This is an optimization exercise on Yosys and OpenROAD, whose aim is small area, not a production implementation.
In this exercise RTL edits were held to simulation tests only and were not proved equivalent to the original.
Power is estimated from default activity; no workload was simulated. The clock port is modelled as an ideal driver; clocking choices that lean on that would not hold on a real chip.

==> exp/willow <==
## instruction_cache
module instruction_cache (
		input  wire        clock,
		input  wire        reset,
		output wire [31:0] memory_address,
		output wire        memory_read,
		input  wire [63:0] memory_readdata,
		input  wire        memory_waitrequest,
		output wire [3:0]  memory_burstcount,
		input  wire        memory_readdatavalid,
		input  wire [31:0] core_inst_address,
		output wire [31:0] core_instruction,
		output wire        core_waitrequest,
		input  wire        core_read,
		output wire        core_inst_valid
	);
==> flow/config.mk <==
export PLATFORM = sky130hd
export DESIGN_NAME = instruction_cache
export DESIGN_NICKNAME = instruction_cache
export VERILOG_FILES = /design/flow/design.v
export SDC_FILE = /design/flow/constraint.sdc
export NUM_CORES = 8
export LEC_CHECK = 0
export CAP_MARGIN = 20
export CORE_MARGIN = 2
export CORE_UTILIZATION = 70
export CTS_CLUSTER_DIAMETER = 80
export CTS_CLUSTER_SIZE = 24
export SLEW_MARGIN = 45
export SYNTH_HIERARCHICAL = 1
export SYNTH_MEMORY_MAX_BITS = 16384
==> flow/constraint.sdc <==
create_clock -name core_clock -period 15.0 [get_ports {clock}]
set_input_delay 3.0000 -clock core_clock [delete_from_list [all_inputs] [get_ports {clock}]]
set_output_delay 3.0000 -clock core_clock [all_outputs]
set_load 0.01 [all_outputs]
standard.sh (not shown) runs the stock make flow with config.mk's settings and CLKGATE_MAP_FILE= SYNTH_SCRIPT=/design/flow/synth_recipe.tcl, a recipe that flattens the netlist after the stock synthesis.
==> flow/flow/run.sh <==
#!/bin/bash
# Layout flow: the standard flow (standard.sh, unchanged synthesis and
# every other step) with two settings passed to ORFS through the
# environment:
#  - the clock tree is built without dummy loads (same clustering as
#    config.mk's CTS_CLUSTER_SIZE / CTS_CLUSTER_DIAMETER);
#  - the input and output ports are buffered with buf_1 cells.
# standard.sh's full output goes to standard.log in the work folder.
set -o pipefail
export CTS_ARGS="-sink_clustering_enable -repair_clock_nets -sink_clustering_size 24 -sink_clustering_max_diameter 80 -dont_use_dummy_load"
export BUFFER_PORTS_ARGS="-buffer_cell sky130_fd_sc_hd__buf_1"
bash standard.sh > standard.log 2>&1
==> inputs of exp/sierra, as changes to exp/willow <==
--- a/flow/design.v
+++ b/flow/design.v
@@ -6,16 +6,22 @@
 	assign y = ~((d0 & s0) | (d1 & s1) | (d2 & s2));
 endmodule
 module rd_oh4 (
 		input  wire [3:0] d, s,
 		output wire y
 	);
 	assign y = |(d & s);
 endmodule
+module sel_and (
+		input  wire a, b,
+		output wire y
+	);
+	assign y = a & b;
+endmodule
 module rd_nand (
 		input  wire d0, s0,
 		output wire y
 	);
 	assign y = ~(d0 & s0);
 endmodule
 module rd_bit #(
 		parameter n = 272
@@ -262,37 +268,39 @@
 	wire [2:0] fbeat_b = beat + off;	 
 	wire [2:0] fbeat_p = beat + cp_off;	 
 	wire [15:0] word_sel_r = 16'd1 << {rbeat, half};
 	wire [15:0] word_sel_b = 16'd1 << {fbeat_b, half};
 	wire [15:0] word_sel_p = 16'd1 << {fbeat_p, half};
 	wire [15:0] word_sel_f;
 	ring_mux fsel [3:0] (.a(word_sel_p), .b(word_sel_b), .s(bypass_hit), .sn(~bypass_hit), .y(word_sel_f));
 	wire fbuf_hit = bypass_hit | pend_hit;
-	wire [63:0] sw;		 
+	wire [63:0] sw [0:3];	 
 	generate
-		for (s = 0; s < 4; s = s + 1) begin : ssel
-			for (w = 0; w < 16; w = w + 1) begin : wsel
-				assign sw[16*s+w] = set_sel[s] & word_sel_r[w];
+		for (k = 0; k < 4; k = k + 1) begin : swy
+			for (s = 0; s < 4; s = s + 1) begin : ssel
+				for (w = 0; w < 16; w = w + 1) begin : wsel
+					sel_and a (.a(set_sel[s]), .b(word_sel_r[w]), .y(sw[k][16*s+w]));
+				end
 			end
 		end
 	endgenerate
 	wire [31:0] rdata;
 	generate
 		for (k = 0; k < 32; k = k + 1) begin : rb
 			wire [3:0] tw;		 
 			wire tf;		 
 			for (w = 0; w < 4; w = w + 1) begin : way
 				wire [63:0] d;
 				for (s = 0; s < 4; s = s + 1) begin : rl
 					for (j = 0; j < 16; j = j + 1) begin : rw
 						assign d[16*s+j] = ring_q[4*s+w][32*j+k];
 					end
 				end
-				rd_bit #(64) m (.d(d), .s(sw), .y(tw[w]));
+				rd_bit #(64) m (.d(d), .s(sw[w]), .y(tw[w]));
 			end
 			wire [15:0] df;
 			for (j = 0; j < 16; j = j + 1) begin : fw
 				assign df[j] = fbuf[32*j+k];
 			end
 			rd_bit #(16) mf (.d(df), .s(word_sel_f), .y(tf));
 			assign rdata[k] = |({fbuf_hit, hq} & {tf, tw});
 		end
- SLEW_MARGIN: 45 -> 30
==> inputs of exp/quartz, as changes to exp/willow <==
==> flow/run.sh (new file) <==
#!/bin/bash
# synth_recipe.tcl (not shown) runs the flow's synth.tcl, then flattens the netlist and writes it again
# the make line also repeats each setting of config.mk as NAME=value (left out here)
make -C /OpenROAD-flow-scripts/flow DESIGN_CONFIG=/design/flow/config.mk WORK_HOME=/design/flow/orfs CLKGATE_MAP_FILE= SYNTH_SCRIPT=/design/flow/synth_recipe.tcl finish
- CTS_CLUSTER_DIAMETER: 80 -> 70
- CTS_CLUSTER_SIZE: 24 -> 28
- SLEW_MARGIN: 45 -> 20
removed: flow/flow/run.sh
removed: flow/standard.sh
==> impl_metrics.ini <==
[finish]
final_util = 0.764
final_cell_area_mm2 = 0.267
layout-drive-gt1-share = 0.0577

[global_route]
antenna_found_initial = 96

[synthesis]
syn_avg_cell_area_um2 = 14.9
muxShareOfSynthArea = 0.00179
syn_area_mm2 = 0.245

[critical_path]
cp.depth = 17
path_max_fanout = 34
crit_path_end = core_instruction[26]

[placement]
gp_congestion = 0.915
dp_worst_setup_slack_ns = 3.11

[power]
p_per_area_mw_per_mm2 = 228
swShare = 0.327

[floorplanning]
start_util = 0.702
core_area_mm2 = 0.349

[detailed_routing]
post_drt_wl_per_cell_um = 42.7

[sta]
max_freq_mhz = 80.6
slew_viol_final = 17
hold_slack_ns = 0.321

[status]
so_faults = max-slew violations
run_status = complete, but fails checks
That was exp/quartz.
==> impl_metrics.ini <==
[placement]
dp_worst_setup_slack_ns = 3.57

[floorplanning]
core_area_mm2 = 0.349

[synthesis]
muxShareOfSynthArea = 0.00179

[power]
swShare = 0.325

[critical_path]
cp.depth = 20

[status]
so_faults = antenna violations
run_status = complete, but fails checks

[finish]
final_util = 0.766
layout-drive-gt1-share = 0.0616

[global_route]
antenna_found_initial = 101

[detailed_routing]
ant_nets = 1
That was exp/willow.
==> impl_metrics.ini <==
[placement]
dp_worst_setup_slack_ns = 2.41
gp_congestion = 0.966

[detailed_routing]
post_drt_wl_per_cell_um = 41.3

[power]
swShare = 0.343
p_sw_w = 0.0214

[floorplanning]
core_area_mm2 = 0.350
start_util = 0.703

[synthesis]
muxShareOfSynthArea = 0.00164
syn_area_mm2 = 0.246
syn_avg_cell_area_um2 = 14.9

[sta]
slew_viol_final = 0
max_freq_mhz = 75.5
hold_slack_ns = 0.282
fin_tns_setup_ns = 0
min_period_over_period = 0.883

[status]
run_status = complete, no violations

[finish]
layout-drive-gt1-share = 0.0738
final_util = 0.763

[critical_path]
cp.depth = 19
crit_path_end = core_instruction[13]
path_max_fanout = 19

[global_route]
antenna_found_initial = 87
That was exp/sierra.

* * *

==> run a <==
==> flow/design.v <==
`timescale 1 ps / 1 ps
module rd_aoi3 (
		input  wire d0, s0, d1, s1, d2, s2,
		output wire y
	);
	assign y = ~((d0 & s0) | (d1 & s1) | (d2 & s2));
endmodule
module rd_oh4 (
		input  wire [3:0] d, s,
		output wire y
	);
	assign y = |(d & s);
endmodule
module rd_bit #(
		parameter n = 272
	)(
		input  wire [n-1:0] d,
		input  wire [n-1:0] s,
		output wire y
	);
	localparam m = (n + 2) / 3;
	wire [3*m-1:0] dd, ss;
	wire [m-1:0] p;		 
	genvar i;
	generate
		if (3*m > n) begin : pad
			assign dd = {{(3*m-n){1'b0}}, d};
			assign ss = {{(3*m-n){1'b0}}, s};
		end else begin : nopad
			assign dd = d;
			assign ss = s;
		end
		for (i = 0; i < m; i = i + 1) begin : leaf
			rd_aoi3 a (.d0(dd[3*i]), .s0(ss[3*i]), .d1(dd[3*i+1]), .s1(ss[3*i+1]),
			           .d2(dd[3*i+2]), .s2(ss[3*i+2]), .y(p[i]));
		end
	endgenerate
	assign y = ~&p;
endmodule
`timescale 1 ps / 1 ps
module ring_mux (
		input  wire [3:0] a, b,
		input  wire       s, sn,
		output wire [3:0] y
	);
	assign y = (a & {4{sn}}) | (b & {4{s}});
endmodule
module sel_mux16 (
		input  wire [15:0] a, b,
		input  wire        s,
		output wire [15:0] y
	);
	assign y = s ? b : a;
endmodule
`timescale 1 ps / 1 ps
module instruction_cache (
		input  wire        clock,
		input  wire        reset,
		output wire [31:0] memory_address,
		output wire        memory_read,
		input  wire [63:0] memory_readdata,
		input  wire        memory_waitrequest,
		output wire [3:0]  memory_burstcount,
		input  wire        memory_readdatavalid,
		input  wire [31:0] core_inst_address,
		output wire [31:0] core_instruction,
		output wire        core_waitrequest,
		input  wire        core_read,
		output wire        core_inst_valid
	);
	genvar s, w, k, j;
	wire [23:0] tag   = core_inst_address[31:8];
	wire [1:0]  index = core_inst_address[7:6];
	wire [2:0]  beat  = core_inst_address[5:3];
	wire        half  = core_inst_address[2];
	reg        miss_recovery;
	reg [1:0]  active_index;
	reg [23:0] tag_t;		 
	reg [1:0]  transfer_state;
	reg [2:0]  burst_count;		 
	reg [7:0]  burst_state;		 
	reg [15:0] valid_lanes;		 
	reg [11:0] LRU;			 
	reg [2:0]  active_LRU;
	reg [2:0]  phase;		 
	reg [2:0]  off;			 
	reg [7:0]  cp_pend;		 
	reg [3:0]  cp_line;		 
	reg [2:0]  cp_first;		 
	reg [2:0]  cp_off;		 
	wire       cp_busy = |cp_pend;	 
	wire data_ready = (transfer_state == 2'd3);
	assign memory_read = (transfer_state == 2'd1);
	assign memory_burstcount = 4'd8;
	assign memory_address = {core_inst_address[31:3], 3'b000};
	wire [3:0] set_sel = 4'b0001 << active_index;
	wire [3:0] valid_act = valid_lanes[4*active_index+:4];
	wire tag_late = cp_pend[{1'b0, cp_line[3:2]}] & cp_pend[{1'b1, cp_line[3:2]}];
	wire eq_t = (tag == tag_t);
	wire [1:0] tslot = active_index - phase[1:0];
	wire [3:0] tslot_sel = 4'b0001 << tslot;
	wire [3:0] tins;
	wire [3:0] h;
	generate
		for (w = 0; w < 4; w = w + 1) begin : tway
			reg [95:0] tring;
			wire [23:0] tin;
			ring_mux tm [5:0] (.a(tring[23:0]), .b(tag_t), .s(tins[w]), .sn(~tins[w]), .y(tin));
			always @(posedge clock)
				tring <= {tin, tring[95:24]};
			wire [23:0] t;
			for (k = 0; k < 24; k = k + 1) begin : tb
				rd_oh4 m (.d({tring[72+k], tring[48+k], tring[24+k], tring[k]}), .s(tslot_sel), .y(t[k]));
			end
			wire over = tag_late & (cp_line == {active_index, w[1:0]});
			assign h[w] = (over ? eq_t : (t == tag)) & valid_act[w];
		end
	endgenerate
	wire [1:0] lane_add = {h[2] | h[3], h[1] | h[3]};
	wire index_hit = (active_index == index);
	wire hit = index_hit & (|h);
	wire [1:0] lane_to_replace =
		!valid_act[0] ? 2'd0 :
		!valid_act[1] ? 2'd1 :
		!valid_act[2] ? 2'd2 :
		!valid_act[3] ? 2'd3 :
		{active_LRU[1], active_LRU[1] ? active_LRU[2] : active_LRU[0]};
	wire [3:0] victim = {active_index, lane_to_replace};
	generate
		for (w = 0; w < 4; w = w + 1) begin : ti
			assign tins[w] = (data_ready & (lane_to_replace == w) & (phase[1:0] == active_index)) |
			                 (tag_late & (cp_line[1:0] == w) & (phase[1:0] == cp_line[3:2]));
		end
	endgenerate
	wire [2:0] new_LRU = lane_add[1] ? {!lane_add[0], 1'b0, active_LRU[0]}
	                                 : {active_LRU[2], 1'b1, !lane_add[0]};
	wire switch_set = core_read & !hit & !index_hit & !miss_recovery;
	wire start_miss = core_read & !hit &  index_hit & !miss_recovery;
	wire start_fill = (transfer_state == 2'd0) & miss_recovery;
	wire accept = (transfer_state == 2'd1) & !memory_waitrequest;
	always @(posedge clock or posedge reset) begin
		if (reset) begin
			miss_recovery <= 1'b0;
			active_index <= 2'd0;
			active_LRU <= 3'd0;
			valid_lanes <= 16'd0;
			LRU <= 12'd0;
		end else begin
			if (switch_set) begin
				active_index <= index;
				LRU[3*active_index+:3] <= active_LRU;
				active_LRU <= LRU[3*active_index+:3];
			end
			if (start_miss)
				miss_recovery <= 1'b1;
			if (hit && core_read)
				active_LRU <= new_LRU;
			if (data_ready) begin
				miss_recovery <= 1'b0;
				valid_lanes[victim] <= 1'b1;
				active_LRU <= new_LRU;
			end
		end
	end
	always @(posedge clock)
		if (accept)
			tag_t <= tag;
	always @(posedge clock or posedge reset) begin
		if (reset) begin
			transfer_state <= 2'd0;
			burst_count <= 3'd0;
		end else begin
			case (transfer_state)
			2'd0: if (miss_recovery) begin
					burst_count <= beat;
					transfer_state <= 2'd1;
				end
			2'd1: if (!memory_waitrequest)
					transfer_state <= 2'd2;
			2'd2: begin
					if (&burst_state)
						transfer_state <= 2'd3;
					if (memory_readdatavalid)
						burst_count <= burst_count + 3'd1;
				end
			2'd3: transfer_state <= 2'd0;
			endcase
		end
	end
	always @(posedge clock) begin
		if (start_fill)
			burst_state <= 8'd0;
		else if (transfer_state == 2'd2 && memory_readdatavalid)
			burst_state[burst_count] <= 1'b1;
	end
	wire [2:0] wslot = burst_count + off;
	wire [511:0] fbuf;
	generate
		for (k = 0; k < 8; k = k + 1) begin : fill
			reg [63:0] q;
			wire [63:0] d;
			wire we = (transfer_state == 2'd2) & memory_readdatavalid & (wslot == k);
			ring_mux fm [15:0] (.a(q), .b(memory_readdata), .s(we), .sn(~we), .y(d));
			always @(posedge clock)
				q <= d;
			assign fbuf[64*k+:64] = q;
		end
	endgenerate
	wire [2:0] roff = cp_busy ? cp_off : off;
	wire [2:0] rslot = phase + roff;
	wire [7:0] rslot_sel = 8'd1 << rslot;
	wire [63:0] copy_beat;
	generate
		for (k = 0; k < 64; k = k + 1) begin : cm
			wire [7:0] d;
			for (w = 0; w < 8; w = w + 1) begin : cw
				assign d[w] = fbuf[64*w+k];
			end
			rd_bit #(8) m (.d(d), .s(rslot_sel), .y(copy_beat[k]));
		end
	endgenerate
	always @(posedge clock or posedge reset) begin
		if (reset) begin
			phase <= 3'd0;
			off <= 3'd0;
			cp_pend <= 8'd0;
			cp_first <= 3'd0;
			cp_off <= 3'd0;
		end else begin
			phase <= phase + 3'd1;
			if (start_fill)
				off <= cp_first - beat;
			if (data_ready) begin
				cp_pend <= ~(8'd1 << phase);
				cp_first <= rslot;
				cp_off <= off;
			end else
				cp_pend <= cp_pend & ~(8'd1 << phase);
		end
	end
	always @(posedge clock)
		if (data_ready)
			cp_line <= victim;
	wire [15:0] ins;
	wire [511:0] ring_q [0:15];
	generate
		for (s = 0; s < 16; s = s + 1) begin : wline
			reg [511:0] ring;
			wire [63:0] ring_in;
			assign ring_q[s] = ring;
			assign ins[s] = (data_ready & (victim == s)) | (cp_busy & (cp_line == s));
			ring_mux m [15:0] (.a(ring[63:0]), .b(copy_beat), .s(ins[s]), .sn(~ins[s]), .y(ring_in));
			always @(posedge clock)
				ring <= {ring_in, ring[511:64]};
		end
	endgenerate
	wire bypass_hit = (transfer_state != 2'd0) & index_hit & eq_t & burst_state[beat];
	wire from_fbuf = cp_pend[beat];
	wire pend_hit = from_fbuf & (active_index == cp_line[3:2]) & h[cp_line[1:0]];
	wire [3:0] hq;
	generate
		for (w = 0; w < 4; w = w + 1) begin : hqw
			assign hq[w] = h[w] & ~(from_fbuf & (cp_line == {active_index, w[1:0]}));
		end
	endgenerate
	wire [2:0] rbeat = beat - phase;
	wire [2:0] fbeat_b = beat + off;	 
	wire [2:0] fbeat_p = beat + cp_off;	 
	wire [15:0] word_sel_r = 16'd1 << {rbeat, half};
	wire [15:0] word_sel_b = 16'd1 << {fbeat_b, half};
	wire [15:0] word_sel_p = 16'd1 << {fbeat_p, half};
	wire [15:0] word_sel_f;
	sel_mux16 fsel (.a(word_sel_p), .b(word_sel_b), .s(bypass_hit), .y(word_sel_f));
	wire fbuf_hit = bypass_hit | pend_hit;
	wire [63:0] sw;		 
	generate
		for (s = 0; s < 4; s = s + 1) begin : ssel
			for (w = 0; w < 16; w = w + 1) begin : wsel
				assign sw[16*s+w] = set_sel[s] & word_sel_r[w];
			end
		end
	endgenerate
	wire [31:0] rdata;
	generate
		for (k = 0; k < 32; k = k + 1) begin : rb
			wire [3:0] tw;		 
			wire tf;		 
			for (w = 0; w < 4; w = w + 1) begin : way
				wire [63:0] d;
				for (s = 0; s < 4; s = s + 1) begin : rl
					for (j = 0; j < 16; j = j + 1) begin : rw
						assign d[16*s+j] = ring_q[4*s+w][32*j+k];
					end
				end
				rd_bit #(64) m (.d(d), .s(sw), .y(tw[w]));
			end
			wire [15:0] df;
			for (j = 0; j < 16; j = j + 1) begin : fw
				assign df[j] = fbuf[32*j+k];
			end
			rd_bit #(16) mf (.d(df), .s(word_sel_f), .y(tf));
			assign rdata[k] = |({fbuf_hit, hq} & {tf, tw});
		end
	endgenerate
	assign core_instruction = rdata;
	assign core_waitrequest = (!hit | miss_recovery) & !bypass_hit;
	assign core_inst_valid = hit | bypass_hit;
endmodule
==> flow/run.sh <==
#!/bin/bash
# synth_recipe.tcl (not shown) runs the flow's synth.tcl, then flattens the netlist and writes it again
# the make line also repeats each setting of config.mk as NAME=value (left out here)
make -C /OpenROAD-flow-scripts/flow DESIGN_CONFIG=/design/flow/config.mk WORK_HOME=/design/flow/orfs CLKGATE_MAP_FILE= SYNTH_SCRIPT=/design/flow/synth_recipe.tcl finish
==> flow/config.mk <==
export PLATFORM = sky130hd
export DESIGN_NAME = instruction_cache
export DESIGN_NICKNAME = instruction_cache
export VERILOG_FILES = /design/flow/design.v
export SDC_FILE = /design/flow/constraint.sdc
export NUM_CORES = 8
export LEC_CHECK = 0
export CAP_MARGIN = 20
export CORE_MARGIN = 2
export CORE_UTILIZATION = 60
export CTS_CLUSTER_DIAMETER = 80
export CTS_CLUSTER_SIZE = 24
export SLEW_MARGIN = 20
export SYNTH_HIERARCHICAL = 1
export SYNTH_MEMORY_MAX_BITS = 16384
==> flow/constraint.sdc <==
create_clock -name core_clock -period 15.0 [get_ports {clock}]
set_input_delay 3.0000 -clock core_clock [delete_from_list [all_inputs] [get_ports {clock}]]
set_output_delay 3.0000 -clock core_clock [all_outputs]
set_load 0.01 [all_outputs]
==> inputs of run b, as changes to run a <==
--- a/flow/design.v
+++ b/flow/design.v
@@ -13,2 +13,8 @@
 endmodule
+module rd_nand (
+		input  wire d0, s0,
+		output wire y
+	);
+	assign y = ~(d0 & s0);
+endmodule
 module rd_bit #(
@@ -20,17 +26,13 @@
 	);
-	localparam m = (n + 2) / 3;
-	wire [3*m-1:0] dd, ss;
-	wire [m-1:0] p;		 
+	localparam m3 = n / 3;		 
+	localparam m1 = n % 3;		 
+	wire [m3+m1-1:0] p;		 
 	genvar i;
 	generate
-		if (3*m > n) begin : pad
-			assign dd = {{(3*m-n){1'b0}}, d};
-			assign ss = {{(3*m-n){1'b0}}, s};
-		end else begin : nopad
-			assign dd = d;
-			assign ss = s;
-		end
-		for (i = 0; i < m; i = i + 1) begin : leaf
-			rd_aoi3 a (.d0(dd[3*i]), .s0(ss[3*i]), .d1(dd[3*i+1]), .s1(ss[3*i+1]),
-			           .d2(dd[3*i+2]), .s2(ss[3*i+2]), .y(p[i]));
+		for (i = 0; i < m3; i = i + 1) begin : leaf
+			rd_aoi3 a (.d0(d[3*i]), .s0(s[3*i]), .d1(d[3*i+1]), .s1(s[3*i+1]),
+			           .d2(d[3*i+2]), .s2(s[3*i+2]), .y(p[i]));
+		end
+		for (i = 0; i < m1; i = i + 1) begin : one
+			rd_nand a (.d0(d[3*m3+i]), .s0(s[3*m3+i]), .y(p[m3+i]));
 		end
@@ -47,9 +49,2 @@
 endmodule
-module sel_mux16 (
-		input  wire [15:0] a, b,
-		input  wire        s,
-		output wire [15:0] y
-	);
-	assign y = s ? b : a;
-endmodule
 `timescale 1 ps / 1 ps
@@ -164,5 +159,6 @@
 	end
+	wire [23:0] tag_t_in;
+	ring_mux ttm [5:0] (.a(tag_t), .b(tag), .s(accept), .sn(~accept), .y(tag_t_in));
 	always @(posedge clock)
-		if (accept)
-			tag_t <= tag;
+		tag_t <= tag_t_in;
 	always @(posedge clock or posedge reset) begin
@@ -170,17 +166,10 @@
 			transfer_state <= 2'd0;
-			burst_count <= 3'd0;
 		end else begin
 			case (transfer_state)
-			2'd0: if (miss_recovery) begin
-					burst_count <= beat;
+			2'd0: if (miss_recovery)
 					transfer_state <= 2'd1;
-				end
 			2'd1: if (!memory_waitrequest)
 					transfer_state <= 2'd2;
-			2'd2: begin
-					if (&burst_state)
-						transfer_state <= 2'd3;
-					if (memory_readdatavalid)
-						burst_count <= burst_count + 3'd1;
-				end
+			2'd2: if (&burst_state)
+					transfer_state <= 2'd3;
 			2'd3: transfer_state <= 2'd0;
@@ -191,2 +180,8 @@
 		if (start_fill)
+			burst_count <= beat;
+		else if (transfer_state == 2'd2 && memory_readdatavalid)
+			burst_count <= burst_count + 3'd1;
+	end
+	always @(posedge clock) begin
+		if (start_fill)
 			burst_state <= 8'd0;
@@ -272,3 +267,3 @@
 	wire [15:0] word_sel_f;
-	sel_mux16 fsel (.a(word_sel_p), .b(word_sel_b), .s(bypass_hit), .y(word_sel_f));
+	ring_mux fsel [3:0] (.a(word_sel_p), .b(word_sel_b), .s(bypass_hit), .sn(~bypass_hit), .y(word_sel_f));
 	wire fbuf_hit = bypass_hit | pend_hit;
- CORE_UTILIZATION: 60 -> 70
- SLEW_MARGIN: 20 -> 35
==> inputs of run c, as changes to run a <==
--- a/flow/design.v
+++ b/flow/design.v
@@ -7,7 +7,13 @@
 endmodule
-module rd_oh4 (
-		input  wire [3:0] d, s,
+module sel_and (
+		input  wire a, b,
 		output wire y
 	);
-	assign y = |(d & s);
+	assign y = a & b;
+endmodule
+module rd_nand (
+		input  wire d0, s0,
+		output wire y
+	);
+	assign y = ~(d0 & s0);
 endmodule
@@ -20,17 +26,13 @@
 	);
-	localparam m = (n + 2) / 3;
-	wire [3*m-1:0] dd, ss;
-	wire [m-1:0] p;		 
+	localparam m3 = n / 3;		 
+	localparam m1 = n % 3;		 
+	wire [m3+m1-1:0] p;		 
 	genvar i;
 	generate
-		if (3*m > n) begin : pad
-			assign dd = {{(3*m-n){1'b0}}, d};
-			assign ss = {{(3*m-n){1'b0}}, s};
-		end else begin : nopad
-			assign dd = d;
-			assign ss = s;
-		end
-		for (i = 0; i < m; i = i + 1) begin : leaf
-			rd_aoi3 a (.d0(dd[3*i]), .s0(ss[3*i]), .d1(dd[3*i+1]), .s1(ss[3*i+1]),
-			           .d2(dd[3*i+2]), .s2(ss[3*i+2]), .y(p[i]));
+		for (i = 0; i < m3; i = i + 1) begin : leaf
+			rd_aoi3 a (.d0(d[3*i]), .s0(s[3*i]), .d1(d[3*i+1]), .s1(s[3*i+1]),
+			           .d2(d[3*i+2]), .s2(s[3*i+2]), .y(p[i]));
+		end
+		for (i = 0; i < m1; i = i + 1) begin : one
+			rd_nand a (.d0(d[3*m3+i]), .s0(s[3*m3+i]), .y(p[m3+i]));
 		end
@@ -47,9 +49,2 @@
 endmodule
-module sel_mux16 (
-		input  wire [15:0] a, b,
-		input  wire        s,
-		output wire [15:0] y
-	);
-	assign y = s ? b : a;
-endmodule
 `timescale 1 ps / 1 ps
@@ -112,3 +107,3 @@
 			for (k = 0; k < 24; k = k + 1) begin : tb
-				rd_oh4 m (.d({tring[72+k], tring[48+k], tring[24+k], tring[k]}), .s(tslot_sel), .y(t[k]));
+				rd_bit #(4) m (.d({tring[72+k], tring[48+k], tring[24+k], tring[k]}), .s(tslot_sel), .y(t[k]));
 			end
@@ -164,5 +159,6 @@
 	end
+	wire [23:0] tag_t_in;
+	ring_mux ttm [5:0] (.a(tag_t), .b(tag), .s(accept), .sn(~accept), .y(tag_t_in));
 	always @(posedge clock)
-		if (accept)
-			tag_t <= tag;
+		tag_t <= tag_t_in;
 	always @(posedge clock or posedge reset) begin
@@ -170,17 +166,10 @@
 			transfer_state <= 2'd0;
-			burst_count <= 3'd0;
 		end else begin
 			case (transfer_state)
-			2'd0: if (miss_recovery) begin
-					burst_count <= beat;
+			2'd0: if (miss_recovery)
 					transfer_state <= 2'd1;
-				end
 			2'd1: if (!memory_waitrequest)
 					transfer_state <= 2'd2;
-			2'd2: begin
-					if (&burst_state)
-						transfer_state <= 2'd3;
-					if (memory_readdatavalid)
-						burst_count <= burst_count + 3'd1;
-				end
+			2'd2: if (&burst_state)
+					transfer_state <= 2'd3;
 			2'd3: transfer_state <= 2'd0;
@@ -191,2 +180,8 @@
 		if (start_fill)
+			burst_count <= beat;
+		else if (transfer_state == 2'd2 && memory_readdatavalid)
+			burst_count <= burst_count + 3'd1;
+	end
+	always @(posedge clock) begin
+		if (start_fill)
 			burst_state <= 8'd0;
@@ -272,9 +267,11 @@
 	wire [15:0] word_sel_f;
-	sel_mux16 fsel (.a(word_sel_p), .b(word_sel_b), .s(bypass_hit), .y(word_sel_f));
+	ring_mux fsel [3:0] (.a(word_sel_p), .b(word_sel_b), .s(bypass_hit), .sn(~bypass_hit), .y(word_sel_f));
 	wire fbuf_hit = bypass_hit | pend_hit;
-	wire [63:0] sw;		 
+	wire [63:0] sw [0:3];	 
 	generate
-		for (s = 0; s < 4; s = s + 1) begin : ssel
-			for (w = 0; w < 16; w = w + 1) begin : wsel
-				assign sw[16*s+w] = set_sel[s] & word_sel_r[w];
+		for (k = 0; k < 4; k = k + 1) begin : swy
+			for (s = 0; s < 4; s = s + 1) begin : ssel
+				for (w = 0; w < 16; w = w + 1) begin : wsel
+					sel_and a (.a(set_sel[s]), .b(word_sel_r[w]), .y(sw[k][16*s+w]));
+				end
 			end
@@ -294,3 +291,3 @@
 				end
-				rd_bit #(64) m (.d(d), .s(sw), .y(tw[w]));
+				rd_bit #(64) m (.d(d), .s(sw[w]), .y(tw[w]));
 			end
==> flow/flow/run.sh (new file) <==
#!/bin/bash
# Layout flow: the standard flow (standard.sh, unchanged synthesis and
# every other step) with two settings passed to ORFS through the
# environment:
#  - the clock tree is built without dummy loads (same clustering as
#    config.mk's CTS_CLUSTER_SIZE / CTS_CLUSTER_DIAMETER);
#  - the input and output ports are buffered with buf_1 cells.
# standard.sh's full output goes to standard.log in the work folder.
set -o pipefail
export CTS_ARGS="-sink_clustering_enable -repair_clock_nets -sink_clustering_size 30 -sink_clustering_max_diameter 70 -dont_use_dummy_load"
export BUFFER_PORTS_ARGS="-buffer_cell sky130_fd_sc_hd__buf_1"
bash standard.sh > standard.log 2>&1
==> flow/standard.sh (new file) <==
#!/bin/bash
# synth_recipe.tcl (not shown) runs the flow's synth.tcl, then flattens the netlist and writes it again
# the make line also repeats each setting of config.mk as NAME=value (left out here)
make -C /OpenROAD-flow-scripts/flow DESIGN_CONFIG=/design/flow/config.mk WORK_HOME=/design/flow/orfs CLKGATE_MAP_FILE= SYNTH_SCRIPT=/design/flow/synth_recipe.tcl "${@:-finish}"
- CORE_UTILIZATION: 60 -> 70
- CTS_CLUSTER_DIAMETER: 80 -> 70
- CTS_CLUSTER_SIZE: 24 -> 30
- SLEW_MARGIN: 20 -> 30
removed: flow/run.sh
==> impl_metrics.yaml <==
layout:
  multi_input_gates: 7047
  inverters: 58
  clock_cell_area_share_pct: 4.15
drt:
  wl_met1_mm: 325
pwr:
  power_clock_w: 0.0126
  peakVddDrop_uv: 172
floorplan:
  core-area_sq_um: 349000
yosys:
  synth_simple_gate_area_share_pct: 4.20
  async_flop_share_pct: 0.610
setup_path:
  path_depth: 19
outcome:
  run_status: "timing/DRC/antenna clean"
placed_design:
  dp_hpwl_mm: 502
-- figures above: run b

==> impl_metrics.yaml <==
outcome:
  run_status: "timing/DRC/antenna clean"
yosys:
  async_flop_share_pct: 0.610
  synth_simple_gate_area_share_pct: 4.77
  synth_top_area_share_pct: 74.3
layout:
  clock_cell_area_share_pct: 3.36
  multi_input_gates: 7203
  synthToLayoutAreaGrowth_pct: 7.81
pwr:
  peakVddDrop_uv: 317
  swShare_pct: 34.5
  intPower_w: 0.0401
  power_clock_w: 0.0114
setup_path:
  required_ns: 12.00
grt:
  grt_pass1_wl_mm: 1250
min_path:
  min_from: "wline[0].ring[383]"
placed_design:
  dp_hpwl_mm: 525
-- figures above: run c

==> impl_metrics.yaml <==
outcome:
  run_status: "timing/DRC/antenna clean"
layout:
  multi_input_gates: 7708
  clock_cell_area_share_pct: 4.04
  inverters: 81
yosys:
  synth_simple_gate_area_share_pct: 3.59
  async_flop_share_pct: 0.642
setup_path:
  path_depth: 14
pwr:
  power_clock_w: 0.0126
-- figures above: run a

-- static timing again, ports no longer ideal --
In the flow no input, the clock included, has a driving cell. The finished layouts below were timed again as built, in two steps.
Step 1 sets driving cells, clkbuf_16 on the clock port and buf_2 on the other inputs (assumed; they add their load-dependent delay and slew).
Step 2, shift: input delay + t, output delay - t, t = (earliest + latest rising clock arrival at the registers) / 2. This alone moves slack from input paths to output paths.
Slacks: no drivers / after step 1 / after step 2; pairs: no drivers / after step 1.
| run | shift t [ns] | setup WS [ns] | worst setup path after step 2 | latest minus earliest clock arrival (ns) | worst slew at a driven data input, ns |
|---|---|---|---|---|---|
| exp/willow | 1.154 | 3.004 / 2.983 / 2.983 | input to output | 0.075 / 0.075 | 0.38 |
| exp/sierra | 1.159 | 1.755 / 1.728 / 1.728 | input to output | 0.098 / 0.098 | 0.29 |
| exp/quartz | 1.155 | 2.594 / 2.571 / 2.571 | input to output | 0.055 / 0.054 | 0.37 |
| run a | 1.190 | 2.468 / 2.445 / 2.445 | input to output | 0.055 / 0.055 | 0.33 |
| run b | 1.161 | 2.660 / 2.639 / 2.639 | input to output | 0.078 / 0.077 | 0.35 |
| run c | 1.113 | 2.152 / 2.126 / 2.126 | input to output | 0.088 / 0.089 | 0.37 |
For exp/sierra, which loses most, drivers alone change the setup slack by -0.027 ns; drivers and shift together by -0.027 ns.
